From an optimization exercise on the open Yosys and OpenROAD flow, aimed at small area; shortcuts taken in it are not production practice. Function was checked by simulation only, so behaviour that the tests miss may differ from the original. No activity file was given, so power comes from the tool's default toggle rates.

`design/flow/run.sh`:
```
#!/bin/bash
# synth_recipe.tcl (not shown) runs the flow's synth.tcl, then flattens the netlist and writes it again
# the make line also repeats each setting of config.mk as NAME=value (left out here)
make -C /OpenROAD-flow-scripts/flow DESIGN_CONFIG=/design/flow/config.mk WORK_HOME=/design/flow/orfs CLKGATE_MAP_FILE= SYNTH_SCRIPT=/design/flow/synth_recipe.tcl finish
```
`design/flow/config.mk`:
```
export PLATFORM = sky130hd
export DESIGN_NAME = top_module
export DESIGN_NICKNAME = top_module
export VERILOG_FILES = /design/flow/design.v
export SDC_FILE = /design/flow/constraint.sdc
export NUM_CORES = 4
export LEC_CHECK = 0
export CAP_MARGIN = 20
export CORE_MARGIN = 2
export CORE_UTILIZATION = 40
export SLEW_MARGIN = 20
```
`design/flow/constraint.sdc`:
```
create_clock -name core_clock -period 15.0 [get_ports {clk}]
set_input_delay 3.0000 -clock core_clock [delete_from_list [all_inputs] [get_ports {clk}]]
set_output_delay 3.0000 -clock core_clock [all_outputs]
set_load 0.01 [all_outputs]
```
`design/flow/design.v`:
```
`timescale 1ns / 1ps
module fnd_controller (
    input clk,
    input reset,
    input wrap,
    input [10:0] number,
    output reg [7:0] seg,
    output reg [3:0] an
);
    reg [6:0] hi;
    reg [2:0] sel;
    wire hi_wrap = (hi == 7'd99);
    always @(posedge clk or posedge reset) begin
        if (reset) begin
            hi  <= 0;
            sel <= 0;
        end else if (wrap) begin
            hi <= hi_wrap ? 7'd0 : hi + 1'b1;
            if (hi_wrap) sel <= sel + 1'b1;
        end
    end
    reg [3:0] digit;
    always @(*) begin
        case (sel[1:0])
            2'd0: digit = number[3:0];
            2'd1: digit = number[7:4];
            2'd2: digit = {1'b0, number[10:8]};
            default: digit = 4'd0;
        endcase
        case (sel[1:0])
            2'd0: an = 4'b1110;
            2'd1: an = 4'b1101;
            2'd2: an = 4'b1011;
            default: an = 4'b0111;
        endcase
        if (sel[2]) seg = 8'hff;
        else begin
            case (digit)
                4'h0: seg = 8'hc0;
                4'h1: seg = 8'hf9;
                4'h2: seg = 8'ha4;
                4'h3: seg = 8'hb0;
                4'h4: seg = 8'h99;
                4'h5: seg = 8'h92;
                4'h6: seg = 8'h82;
                4'h7: seg = 8'hf8;
                4'h8: seg = 8'h80;
                4'h9: seg = 8'h90;
                default: seg = 8'hff;
            endcase
        end
    end
endmodule
`timescale 1ns / 1ps
module ultrasonic_sensor (
    input             clk,
    input             reset,
    input             tick,
    input             start_trigger,
    output reg        trigger,
    input             echo,
    output reg [10:0] distance,
    output            echo_done
);
    localparam IDLE   = 3'd0,
               IDLE_D = 3'd1,    
               TRIG   = 3'd2,
               WAITE  = 3'd3,
               MEAS   = 3'd4,
               DONE   = 3'd5;
    reg [2:0] state;
    reg [5:0] pre;
    reg [3:0] d1, d10;
    reg [2:0] d100;
    wire idle = (state == IDLE) | (state == IDLE_D);
    assign echo_done = (state == IDLE_D);
    wire trig_end = (pre == 6'd14) & (d1 == 4'd7) & d10[0];   
    wire clr = idle | (state == WAITE);
    wire inc = (state == TRIG) | ((state == MEAS) & tick);
    wire pre_wrap = (pre == 6'd57);
    wire d1_wrap = (d1 == 4'd9);
    wire d10_wrap = (d10 == 4'd9);
    always @(posedge clk or posedge reset) begin
        if (reset) begin
            state <= IDLE;
        end else begin
            case (state)
                IDLE, IDLE_D: state <= start_trigger ? TRIG : IDLE;
                TRIG:         if (trig_end) state <= WAITE;
                WAITE:        if (echo) state <= MEAS;
                MEAS:         if (!echo) state <= DONE;
                DONE:         state <= IDLE_D;
                default:      state <= IDLE;
            endcase
        end
    end
    always @(posedge clk or posedge reset) begin
        if (reset) begin
            pre  <= 0;
            d1   <= 0;
            d10  <= 0;
            d100 <= 0;
        end else if (clr) begin
            pre  <= 0;
            d1   <= 0;
            d10  <= 0;
            d100 <= 0;
        end else if (inc) begin
            if (pre_wrap) begin
                pre <= 0;
                if (d1_wrap) begin
                    d1 <= 0;
                    if (d10_wrap) begin
                        d10  <= 0;
                        d100 <= d100 + 1'b1;
                    end else begin
                        d10 <= d10 + 1'b1;
                    end
                end else begin
                    d1 <= d1 + 1'b1;
                end
            end else begin
                pre <= pre + 1'b1;
            end
        end
    end
    always @(posedge clk or posedge reset) begin
        if (reset) begin
            trigger  <= 0;
            distance <= 0;
        end else begin
            trigger <= (state == TRIG);
            if (state == DONE) distance <= {d100, d10, d1};
        end
    end
endmodule
module tick_gen (
    input  clk,
    input  reset,
    output reg tick,
    output wrap
);
    reg [6:0] count;
    assign wrap = (count == 7'd99);
    always @(posedge clk or posedge reset) begin
        if (reset) begin
            count <= 0;
            tick  <= 0;
        end else begin
            count <= wrap ? 7'd0 : count + 1'b1;
            tick  <= wrap;
        end
    end
endmodule
`timescale 1ns / 1ps
module baud_tick_gen (
    input  clk,
    input  reset,
    output reg baud_tick
);
    reg [9:0] count;
    wire wrap = (count == 10'd650);
    always @(posedge clk or posedge reset) begin
        if (reset) begin
            count     <= 0;
            baud_tick <= 0;
        end else begin
            count     <= wrap ? 10'd0 : count + 1'b1;
            baud_tick <= wrap;
        end
    end
endmodule
module uart_rx (
    input  clk,
    input  reset,
    input  tick,
    input  rx,
    output reg rx_trigger
);
    reg [7:0] t;
    reg match;
    wire idle   = ~t[7] & ~t[5] & t[4] & t[3];
    wire sample = tick & t[7] & (t[3:0] == 4'hf);
    wire done   = tick & ~t[7] & t[4] & ~t[3] & (t[2:0] == 3'b111);
    always @(posedge clk or posedge reset) begin
        if (reset) begin
            t          <= 8'd24;
            match      <= 0;
            rx_trigger <= 0;
        end else begin
            rx_trigger <= done & match;
            if (idle) begin
                if (!rx) t <= 8'd120;
            end else if (tick) begin
                t <= t + 1'b1;
            end
            if (sample)
                match <= ((t[6:4] == 3'd0) | match) & ((t[6:4] == 3'd5) | (rx == ~t[4]));
        end
    end
endmodule
module uart_distance_sender (
    input             clk,
    input             reset,
    input      [10:0] distance,
    input             fifo_empty,
    input             distance_valid,
    output reg [10:0] msg_dist,
    output            n3,
    output            n1,
    output reg        wr
);
    reg [4:0] c;
    assign n3 = (msg_dist[10:8] != 3'd0);
    assign n1 = ~n3 & (msg_dist[7:4] == 4'd0);
    wire skip = ((c == 5'd24) & n1) | ((c == 5'd26) & ~n3);
    wire wr_next = (~c[4] & c[0]) | (c == 5'd17) | (c == 5'd19) | (c == 5'd22)
                 | ((c == 5'd24) & ~n1) | ((c == 5'd26) & n3) | (c >= 5'd29);
    always @(posedge clk or posedge reset) begin
        if (reset) begin
            c        <= 0;
            wr       <= 0;
            msg_dist <= 0;
        end else begin
            wr <= wr_next;
            if (c == 5'd0) begin
                if (distance_valid & fifo_empty) begin
                    c        <= 5'd1;
                    msg_dist <= distance;
                end
            end else begin
                c <= c + (skip ? 5'd2 : 5'd1);
            end
        end
    end
endmodule
module fifo_control_unit (
    input        clk,
    input        reset,
    input        n3,
    input        n1,
    input        wr,
    input        rd,
    output reg [3:0] raddr,
    output reg   empty
);
    reg [3:0] waddr;
    function [3:0] next_slot;
        input [3:0] p;
        input n3, n1;
        begin
            if (p == 4'd9) next_slot = n3 ? 4'd10 : (n1 ? 4'd12 : 4'd11);
            else next_slot = p + 1'b1;
        end
    endfunction
    wire [3:0] wnext = next_slot(waddr, n3, n1);
    wire [3:0] rnext = next_slot(raddr, n3, n1);
    always @(posedge clk or posedge reset) begin
        if (reset) begin
            waddr <= 0;
            raddr <= 0;
            empty <= 1;
        end else begin
            if (wr) begin
                waddr <= wnext;
                if (rd & ~empty) raddr <= rnext;
                empty <= 0;
            end else if (rd & ~empty) begin
                raddr <= rnext;
                empty <= (waddr == rnext);
            end
        end
    end
endmodule
module uart_tx (
    input        clk,
    input        reset,
    input        tick,
    input        start_trigger,
    input  [3:0] slot_in,
    input [10:0] msg_dist,
    output reg   o_tx,
    output reg   o_tx_done
);
    reg [7:0] t;
    reg [3:0] slot;
    wire idle  = ~t[7] & ~t[6] & t[4];
    wire start = ~t[7] & t[6];
    reg [7:0] ch;
    always @(*) begin
        case (slot)
            4'd0:  ch = "d";
            4'd1:  ch = "i";
            4'd2:  ch = "s";
            4'd3:  ch = "t";
            4'd4:  ch = "a";
            4'd5:  ch = "n";
            4'd6:  ch = "c";
            4'd7:  ch = "e";
            4'd8:  ch = ":";
            4'd9:  ch = " ";
            4'd10: ch = {5'b00110, msg_dist[10:8]};
            4'd11: ch = {4'b0011, msg_dist[7:4]};
            4'd12: ch = {4'b0011, msg_dist[3:0]};
            4'd13: ch = "c";
            4'd14: ch = "m";
            default: ch = "\n";
        endcase
    end
    always @(posedge clk or posedge reset) begin
        if (reset) begin
            t         <= 8'd16;
            slot      <= 0;
            o_tx      <= 1'b1;
            o_tx_done <= 1'b0;
        end else begin
            if (idle) begin
                o_tx      <= 1'b1;
                o_tx_done <= 1'b0;
                if (start_trigger) begin
                    t    <= 8'd112;
                    slot <= slot_in;
                end
            end else begin
                if (start) begin
                    o_tx      <= 1'b0;
                    o_tx_done <= 1'b1;
                end else if (t[7]) begin
                    o_tx <= ch[t[6:4]];
                end else begin
                    o_tx <= 1'b1;
                end
                if (tick) t <= t + 1'b1;
            end
        end
    end
endmodule
`timescale 1ns / 1ps
module top_module (
    input clk,
    input reset,
    input rx,
    output trigger,
    input echo,
    output tx,
    output [7:0] seg,
    output [3:0] an
);
    wire baud_tick;
    wire us_tick;
    wire us_wrap;
    wire rx_trigger;
    wire echo_done;
    wire [10:0] distance;    
    wire [10:0] msg_dist;
    wire msg_n3, msg_n1;
    wire fifo_empty;
    wire fifo_wr;
    wire [3:0] rptr;
    wire tx_done;
    baud_tick_gen TICK_GEN (
        .clk(clk), .reset(reset), .baud_tick(baud_tick)
    );
    uart_rx UART_RX (
        .clk(clk), .reset(reset), .tick(baud_tick), .rx(rx),
        .rx_trigger(rx_trigger)
    );
    tick_gen TICK_1US (
        .clk(clk), .reset(reset), .tick(us_tick), .wrap(us_wrap)
    );
    ultrasonic_sensor U_ultrasonic_sensor (
        .clk(clk), .reset(reset), .tick(us_tick),
        .start_trigger(rx_trigger), .trigger(trigger), .echo(echo),
        .distance(distance), .echo_done(echo_done)
    );
    fnd_controller U_fnd_controller (
        .clk(clk), .reset(reset), .wrap(us_wrap), .number(distance),
        .seg(seg), .an(an)
    );
    uart_distance_sender U_MSG (
        .clk(clk), .reset(reset), .distance(distance),
        .fifo_empty(fifo_empty), .distance_valid(echo_done),
        .msg_dist(msg_dist), .n3(msg_n3), .n1(msg_n1), .wr(fifo_wr)
    );
    fifo_control_unit U_TX_FIFO (
        .clk(clk), .reset(reset), .n3(msg_n3), .n1(msg_n1),
        .wr(fifo_wr), .rd(~tx_done), .raddr(rptr), .empty(fifo_empty)
    );
    uart_tx UART_TX (
        .clk(clk), .reset(reset), .tick(baud_tick),
        .start_trigger(~fifo_empty), .slot_in(rptr), .msg_dist(msg_dist),
        .o_tx(tx), .o_tx_done(tx_done)
    );
endmodule
```
==> qor.yml <==
layout:
  drive_gt1_share_pct: 10.9
  final_nets: 643
  postLayoutCoreUtil_pct: 45.2
  mostFrequentLayoutCells: "106 x dfrtp_1, 53 x o21ai_0, 48 x nand2_1, 43 x nor2_1, 31 x ha_1"
  final_common_cell: "dfrtp_1"
  num_antenna_cells: 0
  syn2layout_area_growth_pct: 9.77
  fillers: 1357
  final_area_um2: 6620
route:
  drt-total-wl_mm: 11.4
  ant_nets: 0
  drt-initial-drc-count: 271
  drc: 0
  drt_first_pass_iters: 4
  dr_total_vias: 4339
  post_drt_wl_per_cell_um: 14.3
  vias_per_cell: 5.45
power_and_ir_drop:
  clockPowerShare_pct: 43.7
  internal_power_uw: 418
  combPwrFrac_pct: 1.3
  swShare_pct: 23.1
  p_switching_uw: 126
  seqPwrFrac_pct: 55.0
  power.density_nw_per_um2: 82.1
  power.leakage_nw: 2.94
  peakVddDrop_uv: 58.4
synthesis:
  synth_area_per_cell_um2: 10.0
  async_reset_ff_share_pct: 100
  synthCells: 601
  synth_nets: 637
  synth-edff-count: 0
  synth-seq-area-share_pct: 46.2
  ys_warn_count: 8
  synth-main-ff-cell: "dfrtp_1"
  syn_area_um2: 6030
  ys_types: 69
  ys_ff_latch: 111
sta:
  final_max_slew_viol_count: 0
  finalHoldViolCount: 0
  worstMarginPinSlew_ns: 0.756
  setup_tns_ns: 0
  grt_setup_unrepaired: "no"
  slew_headroom_pct: 49.2
  layout_min_cycle_time_ns: 6.10
  setup_viol: 0
  period_share_pct: 40.7
  clock-skew-final_ns: 0.00516
  timing.fmax_mhz: 164
placed_design:
  io_buffer_count: 16
  dpl_cell_area_um2: 6320
  dpl.hpwl_mm: 8.13
  gp_congestion: 0.829
floorplanning:
  io_pins: 18
  start_util_pct: 41.2
  row_count: 44
  die_y_um: 127
  die_area_um2: 16100
  die_x_um: 127
  core_um2: 14600
clock_network:
  clk_path_buf_depth: 2
  postCtsSetupBuffers: 0
  clkSlewWorstSetupHoldPaths_ns: 0.07
  cts.sinks: 111
  cts_made_buffers: 9
  cts_resized: 0
  postCtsHoldBufs: 0
  root_buffer: "clkbuf_16"
  cts.htree.levels: 3
  clk_latency_ns: 0.36
  cts_tree: "yes"
outcome:
  status: "complete, no violations"
worst_setup_path:
  crit_path_end_kind: "output port"
  r2r_setup_slack_ns: 12.36
  start_kind: "flip-flop"
  cp_max_fo: 5
  arrival_ns: 3.10
  critical_path_class: "reg -> out"
  critPathRequiredTime_ns: 12.00
grt:
  antenna_found_initial: 0
  grt_overflow: 0
  grt_pass1_wl_mm: 19.9
  grt_max_degree: 59
  grt_pass1_vias: 4285
  grt_usage_pct: 15.1
run:
  max_cap_viol_count: 0
min_path:
  worst_hold_path_type: "reg -> reg"
metal layers:
layer  GRT usage, %  wire, um  up-vias
li1               -         -     2152
met5              0         0        -
met4           6.08       241        0
met2           24.9      5450       54
met1           19.2      5400     2114
met3           3.50       297       19
cell families (layout without fill, tap and decap cells):
group | Yosys count | in the layout | synth area share (%)
mux | 26 | 26 | 4.85
flops | 111 | 111 | 46.2
xor+xnor | 36 | 36 | 5.23
other cells | 1 | 1 | 0.0622
fa+ha+maj | 33 | 33 | 6.93
compound gates | 138 | 138 | 14.9
simple gates | 202 | 202 | 18.1
buf+inv | 54 | 65 | 3.84
power groups by stage:
stage	Clock, mW	Combinational [mW]	Sequential, mW
floorplan	0	0.00486	0.305
global placement	0	0.00767	0.305
detailed placement	0	0.00779	0.305
CTS	0.247	0.00780	0.299
global route	0.260	0.00873	0.299
finish	0.238	0.00711	0.299
critical path, cell delays in order (launching register included):
cell,delay (ns)
dfrtp_1,0.40
inv_1,0.10
ha_1,0.27
a222oi_1,0.46
or2_2,0.23
inv_1,0.07
ha_1,0.19
nor3_1,0.19
a21oi_1,0.06
or2_2,0.30
clkdlybuf4s50_1,0.48
registers in the layout, indices dropped and copies added (netlist names), 3 cells and up:
| signal | cells |
|---|---|
| TICK_1US.count | 7 |
| TICK_GEN.count | 10 |
| UART_RX.t | 8 |
| UART_TX.slot | 4 |
| UART_TX.t | 8 |
| U_MSG.c | 5 |
| U_MSG.msg_dist | 11 |
| U_TX_FIFO.raddr | 4 |
| U_TX_FIFO.waddr | 4 |
| U_fnd_controller.hi | 7 |
| U_fnd_controller.sel | 3 |
| U_ultrasonic_sensor.d1 | 4 |
| U_ultrasonic_sensor.d10 | 4 |
| U_ultrasonic_sensor.d100 | 3 |
| U_ultrasonic_sensor.distance | 11 |
| U_ultrasonic_sensor.pre | 6 |
| U_ultrasonic_sensor.state | 3 |
stage by stage:
stage / total power [mW] / worst slack, ns / cells / hold WS [ns]
final: 0.544 / 8.90 / 796 / 0.491
after global routing: 0.568 / 8.71 / 796 / 0.520
after CTS: 0.554 / 8.94 / 796 / 0.497
after detailed placement: 0.313 / 9.35 / 780 / 0.489
after global placement: 0.313 / 9.45 / 780 / 0.471
after floorplan: 0.310 / 9.08 / 601 / 0.443
area by class of cell:
| type | instances | area, um^2 | share of cell area [%] |
|---|---|---|---|
| multi-input combinational | 436 | 3020 | 45.6 |
| sequential | 111 | 2780 | 42.0 |
| tap | 184 | 230 | 3.48 |
| clock buffer | 9 | 225 | 3.40 |
| timing repair buffer | 17 | 168 | 2.53 |
| inverter | 32 | 123 | 1.85 |
| clock inverter | 7 | 75.1 | 1.13 |
path summary, 6_finish.rpt:
path / start / to / cells past startpoint
worst max-delay path: U_fnd_controller.sel[0] / seg[6] / 10
worst min-delay path: U_fnd_controller.hi[6] / U_fnd_controller.hi[6] / 1
worst max register to register: U_MSG.msg_dist[4] / U_MSG.c[1] / 8
worst min register to register: U_fnd_controller.hi[6] / U_fnd_controller.hi[6] / 1
max in group asynchronous: reset / U_ultrasonic_sensor.pre[2] / 3
min in group asynchronous: reset / TICK_GEN.count[9] / 2
Yosys cell counts, types with 3 or more instances:
library cell,instances,area (um^2)
a211oi_1,4,30.0
a21o_1,4,30.0
a21oi_1,24,120
a221o_1,3,30.0
a222oi_1,3,30.0
a22o_1,5,43.8
a22oi_1,3,22.5
a311oi_1,3,26.3
a31oi_1,7,43.8
and2_1,5,31.3
and3_1,8,50.1
and4_1,4,35.0
buf_2,5,25.0
clkbuf_1,13,48.8
dfrtp_1,106,2650
dfstp_2,5,131
ha_1,31,388
inv_1,30,113
mux2_2,26,293
nand2_1,48,180
nand2b_1,12,75.1
nand3_1,19,95.1
nand3b_1,4,30.0
nand4_1,11,68.8
nor2_1,43,161
nor2b_1,6,37.5
nor3_1,11,55.1
nor4b_1,3,26.3
o21ai_0,53,265
o31ai_1,7,52.6
or2_2,6,37.5
or3_1,5,31.3
or4_1,4,30.0
xnor2_1,25,219
xor2_1,11,96.3

what the ideal ports hide:
No port has a modelled driver above. Below, the same layout with a new extraction and two added sets of constraints. Step 1: set_driving_cell puts a clkbuf_16 on clk and a buf_2 on each other input, an assumption about the parent block. Step 2 times the ports against the registers' clock, not the clock port: input delays grow and output delays shrink by t, the midpoint of the rising clock arrivals with the driver on. a / b / c = no drivers / after step 1 / after step 2; a / b = the first two.
t, ns: 0.400
slack for setup (ns): 8.901 / 8.860 / 9.260
slew at the worst register clock pin (ns): 0.08 / 0.08
After both steps setup and hold are still met in this run. For this run, drivers alone change the setup slack by -0.041 ns; drivers and shift together by +0.359 ns.
